From an optimization exercise on the open Yosys and OpenROAD flow, aimed at small area; shortcuts taken in it are not production practice.
Function was checked by simulation only, so behaviour that the tests miss may differ from the original.
The clock port is modelled as an ideal driver; clocking choices that lean on that would not hold on a real chip.
Power figures rest on the tool's default switching activity, not on a simulated workload.

job 5194:
Design axi_apb_bridge_top, start of the top module:
module axi_apb_bridge_top (
    input         s_axi_clk,
    input         s_axi_aresetn,
    input  [31:0] s_axi_awaddr,
    input         s_axi_awvalid,
    output        s_axi_awready,
    input  [31:0] s_axi_wdata,
    input         s_axi_wvalid,
    input  [3:0]  s_axi_wstrb,
    output        s_axi_wready,
    output [1:0]  s_axi_bresp,
    output        s_axi_bvalid,
    input         s_axi_bready,
    input  [31:0] s_axi_araddr,
    input         s_axi_arvalid,
    output        s_axi_arready,
    output [1:0]  s_axi_rresp,
    output        s_axi_rvalid,
    output [31:0] s_axi_rdata,
    input         s_axi_rready,
    input  [2:0]  s_axi_arprot,
    input  [2:0]  s_axi_awprot,
    output [31:0] m_apb_paddr,
    output [2:0]  m_apb_pprot,
    output [15:0] m_apb_psel,
    output        m_apb_penable,
    output        m_apb_pwrite,
    output [31:0] m_apb_pwdata,
    output [3:0]  m_apb_pstrb,
    input  [15:0] m_apb_pready,
    input  [31:0] m_apb_prdata,
    input  [31:0] m_apb_prdata2,
    input  [31:0] m_apb_prdata3,
    input  [31:0] m_apb_prdata4,
    input  [31:0] m_apb_prdata5,
    input  [31:0] m_apb_prdata6,
    input  [31:0] m_apb_prdata7,
    input  [31:0] m_apb_prdata8,
    input  [31:0] m_apb_prdata9,
    input  [31:0] m_apb_prdata10,
    input  [31:0] m_apb_prdata11,
    input  [31:0] m_apb_prdata12,
    input  [31:0] m_apb_prdata13,
    input  [31:0] m_apb_prdata14,
    input  [31:0] m_apb_prdata15,
    input  [31:0] m_apb_prdata16,
    input  [15:0] m_apb_pslverr
);
==> flow/config.mk <==
export PLATFORM = sky130hd
export DESIGN_NAME = axi_apb_bridge_top
export DESIGN_NICKNAME = axi_apb_bridge_top
export VERILOG_FILES = /design/flow/design.v
export SDC_FILE = /design/flow/constraint.sdc
export NUM_CORES = 4
export LEC_CHECK = 0
export ABC_AREA = 1
export CAP_MARGIN = 20
export CORE_AREA = 10 10 280 280
export DIE_AREA = 0 0 290 290
export PLACE_DENSITY = 0.85
export SLEW_MARGIN = 20
==> flow/constraint.sdc <==
create_clock -name core_clock -period 6.0 [get_ports {s_axi_clk}]
set_input_delay 1.2000 -clock core_clock [delete_from_list [all_inputs] [get_ports {s_axi_clk}]]
set_output_delay 1.2000 -clock core_clock [all_outputs]
set_load 0.01 [all_outputs]
standard.sh (not shown) runs the stock make flow with config.mk's settings and CLKGATE_MAP_FILE= SYNTH_SCRIPT=/design/flow/synth_recipe.tcl, a recipe that flattens the netlist after the stock synthesis.
==> flow/flow/run.sh <==
#!/bin/bash
# The standard layout (standard.sh) with four changes:
#  - synthesis keeps the small AND-OR-invert modules of rtl/read_data_mux.v as
#    their own modules while mapping (SYNTH_HIERARCHICAL 1), then flattens as usual;
#  - ABC maps with an area-oriented script (flow/area.abc) instead of ORFS's;
#  - the port buffers are the smallest buffer cell (sky130_fd_sc_hd__buf_1);
#  - clock tree synthesis builds its tree of sky130_fd_sc_hd__clkbuf_8 only and
#    adds no dummy loads; after it, flow/post_cts.tcl downsizes clock buffers
#    and logic cells where slews, capacitances and timing keep their margins.
# Synthesis is otherwise the standard flow's own script (synth_recipe.tcl), so the registers
# and their names are those of the standard synthesis.
set -euo pipefail
here=$(pwd)
{
  echo 'proc abc {args} {'
  echo '  set i [lsearch -exact $args -script]'
  echo '  if {$i >= 0} { lset args [expr {$i + 1}] $::env(MY_ABC_SCRIPT) }'
  echo '  yosys abc {*}$args'
  echo '}'
  cat synth_recipe.tcl
} > my_synth.tcl
export MY_ABC_SCRIPT=$here/flow/area.abc
export POST_CTS_TCL=$here/flow/post_cts.tcl
export CTS_ARGS="-sink_clustering_enable -repair_clock_nets -dont_use_dummy_load -buf_list sky130_fd_sc_hd__clkbuf_8"
bash standard.sh SYNTH_SCRIPT=$here/my_synth.tcl SYNTH_HIERARCHICAL=1 \
  "BUFFER_PORTS_ARGS=-buffer_cell sky130_fd_sc_hd__buf_1" finish > standard_flow.log 2>&1
==> flow/flow/post_cts.tcl <==
# After clock tree synthesis, recover area by downsizing:
#  2. each other logic cell to the smallest drive strength of its own cell
#     family that keeps every slew and capacitance at least 20% under the
#     library's limits (as ORFS's repair aims) and the setup slack >= 0.3 ns
#     (or no worse than before, where already closer than that).
set clk_limit 0.100
proc max_clk_slew {pins} {
  set mx 0
  foreach p $pins {
    set s [get_property $p slew_max]
    if {$s > $mx} { set mx $s }
  }
  return $mx
}
proc drc_ok {} {

  expr {[sta::max_slew_check_slack_limit] >= [lindex $::lim 0] && [sta::max_capacitance_check_slack_limit] >= [lindex $::lim 1]
        && [sta::worst_slack_cmd max] >= [lindex $::lim 2] && [sta::worst_slack_cmd min] >= [lindex $::lim 3]}
}
proc min2 {a b} { expr {$a < $b ? $a : $b} }
estimate_parasitics -placement
set all_clk [get_pins -hierarchical */CLK]
set m0 [max_clk_slew $all_clk]
puts "post_cts: max clock-pin slew before: $m0; area before: [rsz::design_area]"
set n 0; set nb 0
foreach inst [[ord::get_db_block] getInsts] {
  if {[[$inst getMaster] getName] ne "sky130_fd_sc_hd__clkbuf_8"} continue
  incr nb
  set b [$inst getName]
  set out [get_pins -of_objects [get_cells $b] -filter "direction==output"]
  set clk_sinks {}
  foreach p [get_pins -of_objects [get_nets -of_objects $out] -filter "direction==input"] {
    if {[get_property $p lib_pin_name] eq "CLK"} { lappend clk_sinks $p }
  }
  if {[llength $clk_sinks] == 0} continue
  replace_cell [get_cells $b] sky130_fd_sc_hd__clkbuf_4
  estimate_parasitics -placement
  if {[max_clk_slew $clk_sinks] > $clk_limit || [max_clk_slew $all_clk] > $m0 + 0.001} {
    replace_cell [get_cells $b] sky130_fd_sc_hd__clkbuf_8
    estimate_parasitics -placement
  } else {
    incr n
  }
}
puts "post_cts: $n of $nb clock buffers made clkbuf_4"
set m1 [max_clk_slew $all_clk]
set nd 0
puts "post_cts: slew [sta::max_slew_check_slack_limit] cap [sta::max_capacitance_check_slack_limit] wns [sta::worst_slack_cmd max] whs [sta::worst_slack_cmd min]"
set ::lim [list [min2 0.2 [sta::max_slew_check_slack_limit]] [min2 0.2 [sta::max_capacitance_check_slack_limit]] \
  [min2 0.3e-9 [sta::worst_slack_cmd max]] [min2 0.05e-9 [sta::worst_slack_cmd min]]]
if {1} {
  foreach inst [[ord::get_db_block] getInsts] {
    set name [[$inst getMaster] getName]
    if {![regexp {^sky130_fd_sc_hd__(.+)_([0-9]+)$} $name -> fam sz]} continue
    if {[regexp {^(df|edf|sdf|dl|clkbuf|clkinv|conb|tap|fill|decap|diode|lpflow|probe)} $fam]} continue
    if {[$inst isFixed]} continue
    set sizes {}
    foreach lc [get_lib_cells sky130_fd_sc_hd__${fam}_*] {
      set ln [get_name $lc]
      if {[regexp "^sky130_fd_sc_hd__${fam}_(\[0-9\]+)\$" $ln -> s] && $s < $sz} { lappend sizes $s }
    }
    set cur $name
    foreach s [lsort -integer $sizes] {
      set cand sky130_fd_sc_hd__${fam}_$s
      replace_cell [get_cells [$inst getName]] $cand
      estimate_parasitics -placement
      if {[drc_ok] && [max_clk_slew $all_clk] <= $m1 + 0.001} { set cur $cand; incr nd; break }
      replace_cell [get_cells [$inst getName]] $name
      estimate_parasitics -placement
    }
  }
}
puts "post_cts: $nd logic cells downsized; max clock-pin slew [max_clk_slew $all_clk]; area after: [rsz::design_area]"
detailed_placement
check_placement -verbose
Other scripts of this flow, unchanged in this note and not shown: flow/flow/area.abc
--- input diff job 5194..job 6963 ---
# job 5194
export LEC_CHECK = 0
export ABC_AREA = 1
export CAP_MARGIN = 20
export CORE_AREA = 10 10 280 280
export DIE_AREA = 0 0 290 290
export PLACE_DENSITY = 0.85
export SLEW_MARGIN = 20
create_clock -name core_clock -period 6.0 [get_ports {s_axi_clk}]
# job 6963
export LEC_CHECK = 0
export ABC_AREA = 1
export CAP_MARGIN = 20
export CORE_AREA = 10 10 280 280
export DIE_AREA = 0 0 290 290
export GPL_TIMING_DRIVEN = 0
export PLACE_DENSITY = 0.85
export SLEW_MARGIN = 20
create_clock -name core_clock -period 6.0 [get_ports {s_axi_clk}]
Results
Delta (job 6963 minus job 5194): final area higher, first-pass detailed-route iteration total higher.
There was hardly any difference in filler-free cell count of the finished design between job 6963 and job 5194.
Job 6963 gives less worst slack at placement than job 5194 did.
Clock power in job 6963 vs job 5194: up 5.5%
Final-layout worst hold slack was higher in job 6963 than in job 5194.
Summary of the comparison: number of fillers in the final layout is lower in job 6963, relative to job 5194.
Compared with job 5194, job 6963 shows a higher sequential share of power.
--- input diff job 6963..job 7187 ---
# job 6963
export LEC_CHECK = 0
export ABC_AREA = 1
export CAP_MARGIN = 20
export CORE_AREA = 10 10 280 280
export DIE_AREA = 0 0 290 290
export GPL_TIMING_DRIVEN = 0
export PLACE_DENSITY = 0.85
export SLEW_MARGIN = 20
create_clock -name core_clock -period 6.0 [get_ports {s_axi_clk}]
# job 7187
export LEC_CHECK = 0
export ABC_AREA = 1
export CAP_MARGIN = 20
export CORE_AREA = 10 10 280 280
export DIE_AREA = 0 0 290 290
export PLACE_DENSITY = 0.75
export SLEW_MARGIN = 20
create_clock -name core_clock -period 6.0 [get_ports {s_axi_clk}]
diff --git a/flow/flow/post_cts.tcl b/flow/flow/post_cts.tcl
--- a/flow/flow/post_cts.tcl
+++ b/flow/flow/post_cts.tcl
@@ -5,3 +5,3 @@
 #     (or no worse than before, where already closer than that).
-set clk_limit 0.100
+set clk_limit 0.110
 proc max_clk_slew {pins} {
### Flow results
Of job 6963 and job 7187, the run reporting the lower post-route worst setup slack was job 6963.
Looking at the reports, job 7187 completed the entire flow and the layout it produced met the timing, design-rule and antenna checks.
Per the comparison of job 7187 with job 6963, portion of the layout cell area used by non-clock buffers rose by 1.1 points; logic gate share of total power now larger; half-perimeter wire length after placement decreased 1600 um; largest fanout on the critical path went down.
Comparing job 7187 against job 6963, there is no change at all in site row count.
Job 6963 → job 7187: footprint of the flip-flops and latches held, fmax now larger, total power saw a decrease.

## what the ideal ports hide
Ports are ideal in the flow. The routed layouts listed here were re-timed in OpenROAD. Step 1 assumes that a clkbuf_16 drives the clock port and a buf_2 every other input. Step 2 moves the port delays by t, midway between the first and last clock arrival at a register: inputs arrive t later, outputs are due t later. That takes back most of the time a late clock gives input paths. Slacks: no drivers / after step 1 / after step 2; pairs: no drivers / after step 1.
| run | t (ns) | setup slack, ns | latest minus earliest clock arrival (ns) |
|---|---|---|---|
| job 5194 | 0.530 | 0.325 / 0.278 / 0.808 | 0.038 / 0.038 |
| job 6963 | 0.543 | 0.263 / 0.215 / 0.502 | 0.031 / 0.030 |
| job 7187 | 0.528 | 0.434 / 0.389 / 0.848 | 0.031 / 0.031 |
After both steps every run listed still meets setup and hold.
